This is an optimization exercise on Yosys and OpenROAD, whose aim is small area, not a production implementation.
In this exercise RTL edits were held to simulation tests only and were not proved equivalent to the original.
Power figures rest on the tool's default switching activity, not on a simulated workload.

==> run a: inputs <==
==> flow/design.v (excerpt) <==
module core#(
    parameter ADR_MSB = 15,
    parameter DAT_MSB = 15
)(
    input       wire            clk,
    input       wire            rst,
    input       wire            m_wait,
    input       wire[7:0]       m_idata,
    output      wire[7:0]       m_odata,
    output      wire[ADR_MSB:0] m_addr,
    output      wire            m_cs,
    output      wire            m_we
);
==> module core, before the edit <==
module core#(
    parameter ADR_MSB = 15,
    parameter DAT_MSB = 15
)(
    input       wire            clk,
    input       wire            rst,
    input       wire            m_wait,
    input       wire[7:0]       m_idata,
    output      wire[7:0]       m_odata,
    output      wire[ADR_MSB:0] m_addr,
    output      wire            m_cs,
    output      wire            m_we
);
reg [15:0] dr;       
reg [15:0] ac;       
reg [15:0] ix;       
reg [15:0] lr;       
reg [15:0] pc;       
reg [5:0]  ir;       
reg        cf;       
reg st_m, st_a, st_b;
wire s_fetch  = st_b & ~st_m;
wire s_decode = st_a & ~st_b & ~st_m;
wire s_post   = st_m & ~st_b;
wire s_mem    = st_m & st_b;
wire s_hi     = st_a;
wire t        = st_a;                
wire is_ldi  = ~ir[4] & ~ir[3];      
wire is_st   = ir[4];                
wire w       = ir[2];
wire op_ld   = ~ir[5] & ~ir[4];      
wire op_alu  = ir[5] & ~ir[4] & ~ir[3];
wire op_mvx  = ir[5] & ~ir[4] &  ir[3];
wire op_jmp  = ir[5] &  ir[4] & ~ir[3];
wire op_jpc  = ir[5] &  ir[4] &  ir[3];
wire mem_op  = ~ir[5];
wire sel_pc  = ~st_m | is_ldi;
assign m_cs   = st_b;
assign m_we   = st_m & is_st;
assign m_addr = sel_pc ? pc : { ix[15:1], ix[0] | s_hi };
wire [15:0] st_src = ir[3] ? lr : ac;
assign m_odata = s_hi ? st_src[15:8] : st_src[7:0];
wire [2:0] s = ir[2:0];
wire [3:0] k;                        
assign k[0] = (s == 3'd3);                                   
assign k[1] = (s == 3'd1) | (s[1:0] == 2'd2) | (s == 3'd5);  
assign k[2] = (s == 3'd0) | (s[1:0] == 2'd2) | (s == 3'd5);  
assign k[3] = ~s[2] & ~(s[1] & ~s[0]) | (s[2] & ~s[1]);      
wire arith = ~s[2] & s[1];
wire sub   = arith & s[0];
wire ror   = &s;
wire ph1 = s_decode & op_alu;
wire ph2 = s_post & op_alu;
wire [7:0] a = ac[7:0];
wire [7:0] d = dr[7:0];
wire [8:0] nb = { 1'b0, st_m ? cf : ac[8], a[7:1] };    
wire [8:0] c;
wire [7:0] f, res;
assign c[0] = arith & (st_m ? t : s[0]);
genvar i;
generate
    for (i = 0; i < 8; i = i + 1) begin : g_alu
        assign f[i] = k[{a[i], d[i]}];
        assign c[i+1] = f[i] ? c[i] : (a[i] & arith);
        assign res[i] = f[i] ^ (c[i] | (ror & nb[i]));
    end
endgenerate
wire t_next = ror ? a[0] : c[8];
always @(posedge clk) begin
    if (rst) begin
        st_m <= (s_decode & ~mem_op) | (s_mem & ~st_a);
        st_a <= 1'b0;
        st_b <= 1'b0;
    end else if (s_mem) begin
        st_m <= m_wait | ~st_a;
        st_a <= st_a ? m_wait : (~m_wait & w);
        st_b <= m_wait | (~st_a & w);
    end else if (s_fetch) begin
        st_m <= 1'b0;
        st_a <= ~m_wait;
        st_b <= m_wait;
    end else if (s_decode) begin
        st_m <= 1'b1;
        st_a <= ~mem_op & t_next;
        st_b <= mem_op;
    end else begin                   
        st_m <= 1'b0;
        st_a <= 1'b0;
        st_b <= 1'b1;
    end
end
always @(posedge clk) begin
    if (s_fetch)
        ir <= m_idata[7:2];
end
wire ld_step = s_mem & op_ld & ~m_wait;
wire ld_last = s_post & op_ld;
wire alu_ph  = ph1 | ph2;
wire dr_hold = ~(ld_step | ld_last | alu_ph);
always @(posedge clk) begin
    if (~dr_hold)
        dr[7:0] <= dr[15:8];
    dr[15:8] <= ({8{alu_ph}} & dr[7:0]) | ({8{ld_step}} & m_idata) | ({8{dr_hold}} & dr[15:8]);
end
always @(posedge clk) begin
    if (s_decode & op_mvx)
        ix <= dr;
    if (s_decode & op_jmp & ir[0])
        lr <= pc;
end
wire zf = ~|ac;
wire take = op_jmp | (op_jpc & (ir[2] ? cf : zf));
wire ld_pc = s_decode & take;
wire inc = st_b & sel_pc & ~m_wait;
wire [16:0] pcc;
wire [15:0] pci;
assign pcc[0] = inc;
generate
    for (i = 0; i < 16; i = i + 1) begin : g_pc
        assign pci[i] = pc[i] ^ pcc[i];
        assign pcc[i+1] = pc[i] & pcc[i];
    end
endgenerate
always @(posedge clk) begin
    if (rst)
        pc <= 16'h0000;
    else if (ld_pc)
        pc <= dr;
    else
        pc <= pci;
end
always @(posedge clk) begin
    if (alu_ph) begin
        ac[7:0]  <= ac[15:8];
        ac[15:8] <= res;
    end
end
wire cf_keep = ~ph2 | (s == 3'd0);
always @(posedge clk)
    cf <= (cf_keep & cf) | (ph2 & arith & (c[8] ^ s[0])) | (ph2 & ror & t);
endmodule
==> flow/config.mk <==
export PLATFORM = sky130hd
export DESIGN_NAME = core
export DESIGN_NICKNAME = core
export VERILOG_FILES = /design/flow/design.v
export SDC_FILE = /design/flow/constraint.sdc
export NUM_CORES = 4
export LEC_CHECK = 0
export ABC_AREA = 1
export CAP_MARGIN = 20
export CORE_MARGIN = 2
export CORE_UTILIZATION = 70
export SETUP_SLACK_MARGIN = 0.1
export SLEW_MARGIN = 20
==> flow/constraint.sdc <==
create_clock -name core_clock -period 5.0 [get_ports {clk}]
set_input_delay 1.0000 -clock core_clock [delete_from_list [all_inputs] [get_ports {clk}]]
set_output_delay 1.0000 -clock core_clock [all_outputs]
set_load 0.01 [all_outputs]
standard.sh (not shown) runs the stock make flow with config.mk's settings and CLKGATE_MAP_FILE= SYNTH_SCRIPT=/design/flow/synth_recipe.tcl, a recipe that flattens the netlist after the stock synthesis.
==> flow/flow/run.sh <==
#!/bin/bash
# Own layout flow: the standard ORFS flow (standard.sh), with
#  - an area-oriented ABC script for the combinational logic (the registers
#    are mapped exactly as in the standard synthesis; abc does not touch them),
#  - minimum-size buffers on the ports,
#  - a clock tree without dummy loads.
set -euo pipefail
HERE=$(pwd)
cat > "$HERE/flow/own_synth.tcl" <<EOT
proc abc {args} {
  set i [lsearch \$args -script]
  set args [lreplace \$args [expr {\$i+1}] [expr {\$i+1}] $HERE/flow/area.abc]
  yosys abc {*}\$args
}
source $HERE/synth_recipe.tcl
EOT
bash standard.sh SYNTH_SCRIPT="$HERE/flow/own_synth.tcl" \
  BUFFER_PORTS_ARGS="-buffer_cell sky130_fd_sc_hd__buf_1" \
  CTS_ARGS="-buf_list sky130_fd_sc_hd__clkbuf_16 -root_buf sky130_fd_sc_hd__clkbuf_16 -sink_clustering_enable -sink_clustering_size 90 -sink_clustering_max_diameter 1000 -dont_use_dummy_load -repair_clock_nets" \
  finish > "$HERE/flow_make.log" 2>&1
==> flow/flow/area.abc <==
strash
dc2
dch -f
amap
strash
dc2
dch
amap
strash
dch
amap
topo
==> flow/flow/own_synth.tcl <==
proc abc {args} {
  set i [lsearch $args -script]
  set args [lreplace $args [expr {$i+1}] [expr {$i+1}] /design/flow/flow/area.abc]
  yosys abc {*}$args
}
source /design/flow/synth_recipe.tcl
==> run b: changes against run a <==
==> flow/design.v (replaced) <==
module core#(
    parameter ADR_MSB = 15,
    parameter DAT_MSB = 15
)(
    input       wire            clk,
    input       wire            rst,
    input       wire            m_wait,
    input       wire[7:0]       m_idata,
    output      wire[7:0]       m_odata,
    output      wire[ADR_MSB:0] m_addr,
    output      wire            m_cs,
    output      wire            m_we
);
reg [15:0] dr;       
reg [15:0] ac;       
reg [15:0] ix;       
reg [15:0] lr;       
reg [15:0] pc;       
reg [5:0]  ir;       
reg        cf;       
reg        t;        
reg st_m, st_a, st_b;
wire s_fetch  = st_b & ~st_m;
wire s_decode = st_a & ~st_b;
wire s_post   = st_m & ~st_b;
wire s_mem    = st_m & st_b;
wire s_hi     = st_a;
wire is_ldi  = ~ir[4] & ~ir[3];      
wire is_st   = ir[4];                
wire w       = ir[2];
wire sel_pc  = ~st_m | is_ldi;
assign m_cs   = st_b;
assign m_we   = st_m & is_st;
assign m_addr = sel_pc ? pc : { ix[15:1], ix[0] | s_hi };
wire [15:0] st_src = ir[3] ? lr : ac;
assign m_odata = s_hi ? st_src[15:8] : st_src[7:0];
wire mem_op = ~ir[5];
always @(posedge clk) begin
    if (rst) begin
        st_m <= s_decode;
        st_a <= 1'b0;
        st_b <= 1'b0;
    end else if (s_mem) begin
        st_m <= m_wait | (~st_a & w);
        st_a <= st_a ? m_wait : (~m_wait & w);
        st_b <= m_wait | (~st_a & w);
    end else if (s_fetch) begin
        st_m <= 1'b0;
        st_a <= ~m_wait;
        st_b <= m_wait;
    end else if (s_decode) begin
        st_m <= 1'b1;
        st_a <= 1'b0;
        st_b <= mem_op;
    end else begin                   
        st_m <= 1'b0;
        st_a <= 1'b0;
        st_b <= 1'b1;
    end
end
always @(posedge clk) begin
    if (s_fetch)
        ir <= m_idata[7:2];
end
wire ld_mem = s_mem & ~is_st;
always @(posedge clk) begin
    if (ld_mem & ~s_hi)
        dr[7:0] <= m_idata;
    if (ld_mem)
        dr[15:8] <= s_hi ? m_idata : 8'h00;
end
wire op_alu = ir[5] & ~ir[4] & ~ir[3];
wire op_mvx = ir[5] & ~ir[4] &  ir[3];
wire op_jmp = ir[5] &  ir[4] & ~ir[3];
wire op_jpc = ir[5] &  ir[4] &  ir[3];
always @(posedge clk) begin
    if (s_decode & op_mvx)
        ix <= dr;
    if (s_decode & op_jmp & ir[0])
        lr <= pc;
end
wire zf = ~|ac;
wire take = op_jmp | (op_jpc & (ir[2] ? cf : zf));
wire ld_pc = s_decode & take;
wire inc = st_b & sel_pc & ~m_wait;
wire [16:0] pcc;
wire [15:0] pci;
assign pcc[0] = inc;
genvar i;
generate
    for (i = 0; i < 16; i = i + 1) begin : g_pc
        assign pci[i] = pc[i] ^ pcc[i];
        assign pcc[i+1] = pc[i] & pcc[i];
    end
endgenerate
always @(posedge clk) begin
    if (rst)
        pc <= 16'h0000;
    else if (ld_pc)
        pc <= dr;
    else
        pc <= pci;
end
wire [2:0] s = ir[2:0];
reg  [3:0] k;
always @(*) begin
    case (s)
        3'd0: k = 4'b1100;           
        3'd1: k = 4'b1010;           
        3'd2: k = 4'b0110;           
        3'd3: k = 4'b1001;           
        3'd4: k = 4'b1000;           
        3'd5: k = 4'b1110;           
        3'd6: k = 4'b0110;           
        3'd7: k = 4'b0000;           
    endcase
end
wire arith = ~s[2] & s[1];
wire sub   = arith & s[0];
wire ror   = &s;
wire ph1 = s_decode & op_alu;
wire ph2 = s_post & op_alu;
wire [7:0] a = ac[7:0];
wire [7:0] d = ph2 ? dr[15:8] : dr[7:0];
wire [8:0] nb = { 1'b0, ph2 ? cf : ac[8], a[7:1] };
wire [8:0] c;
wire [7:0] f, res;
assign c[0] = ph2 ? (arith & t) : sub;
generate
    for (i = 0; i < 8; i = i + 1) begin : g_alu
        assign f[i] = k[{a[i], d[i]}];
        assign c[i+1] = f[i] ? c[i] : (a[i] & arith);
        assign res[i] = f[i] ^ (c[i] | (ror & nb[i]));
    end
endgenerate
always @(posedge clk) begin
    t <= ror ? a[0] : c[8];
    if (ph1 | ph2) begin
        ac[7:0]  <= ac[15:8];
        ac[15:8] <= res;
    end
    if (ph2) begin
        case (s)
            3'd0:    cf <= cf;
            3'd2:    cf <= c[8];
            3'd3:    cf <= ~c[8];
            3'd7:    cf <= t;
            default: cf <= 1'b0;
        endcase
    end
end
endmodule
==> flow/flow/run.sh (replaced) <==
#!/bin/bash
# Own layout flow: the standard ORFS flow, with
#  - an area-oriented ABC script for the combinational logic (registers are
#    mapped exactly as in the standard synthesis; abc does not touch them),
#  - minimum-size buffers on the ports.
set -euo pipefail
HERE=$(pwd)
cat > "$HERE/flow/own_synth.tcl" <<EOT
proc abc {args} {
  set i [lsearch \$args -script]
  set args [lreplace \$args [expr {\$i+1}] [expr {\$i+1}] $HERE/flow/area.abc]
  yosys abc {*}\$args
}
source $HERE/synth_recipe.tcl
EOT
bash standard.sh SYNTH_SCRIPT="$HERE/flow/own_synth.tcl" \
  BUFFER_PORTS_ARGS="-buffer_cell sky130_fd_sc_hd__buf_1" finish > "$HERE/flow_make.log" 2>&1
==> flow/flow/area.abc (replaced) <==
strash
dch
amap
topo
--- a/flow/config.mk
+++ b/flow/config.mk
@@ -11,3 +11,3 @@
 export CORE_UTILIZATION = 70
-export SETUP_SLACK_MARGIN = 0.1
+export CTS_BUF_LIST = sky130_fd_sc_hd__clkbuf_4 sky130_fd_sc_hd__clkbuf_8
 export SLEW_MARGIN = 20
==> qor summary <==
quantity                                                           run a       run b
Vias                                                               3,301       3,219
Transition at the pin with the smallest max-transition slack    0.728 ns    0.754 ns
Global routing met3 resource utilization                          0.0455      0.0500
Average cell area after synthesis                               11.3 um2    12.5 um2
Multi-input gate share of the layout cell area                     0.314       0.309
Final cell area excluding filler cells                          4610 um2    4690 um2
Width of the chip                                                79.0 um     81.4 um
Maximum number of pins on one net before global-route repair          29          22
Outcome                                         timing/DRC/antenna clean  timing/DRC/antenna clean
Launch point of the worst reg-to-reg path                          ir[2]       ir[3]
Multi-input gate count                                               221         200
Leakage power total                                              1.58 nW     1.58 nW
Achievable Freq                                                0.214 GHz   0.223 GHz

[port drivers added, routing unchanged]
The flow's constraints put no driver on any port. The routed layouts listed below were extracted and timed again, unchanged, in two steps.
Step 1: set_driving_cell puts a clkbuf_16 on clk and a buf_2 on each other input, an assumption about the parent block.
Step 2, shift: input delay + t, output delay - t, t = (earliest + latest rising clock arrival at the registers) / 2. This alone moves slack from input paths to output paths.
a / b / c = ideal / step 1 / step 2; a / b = the first two.
| run | shift t [ns] | slack for setup (ns) | latest minus earliest clock arrival (ns) |
|---|---|---|---|
| run a | 0.359 | 0.324 / 0.324 / 0.324 | 0.014 / 0.015 |
| run b | 0.400 | 0.516 / 0.516 / 0.479 | 0.010 / 0.011 |
After both steps every run listed still meets setup and hold. The setup slack of run b, which loses most, moves by 0.000 ns with the drivers and by -0.037 ns with both steps.
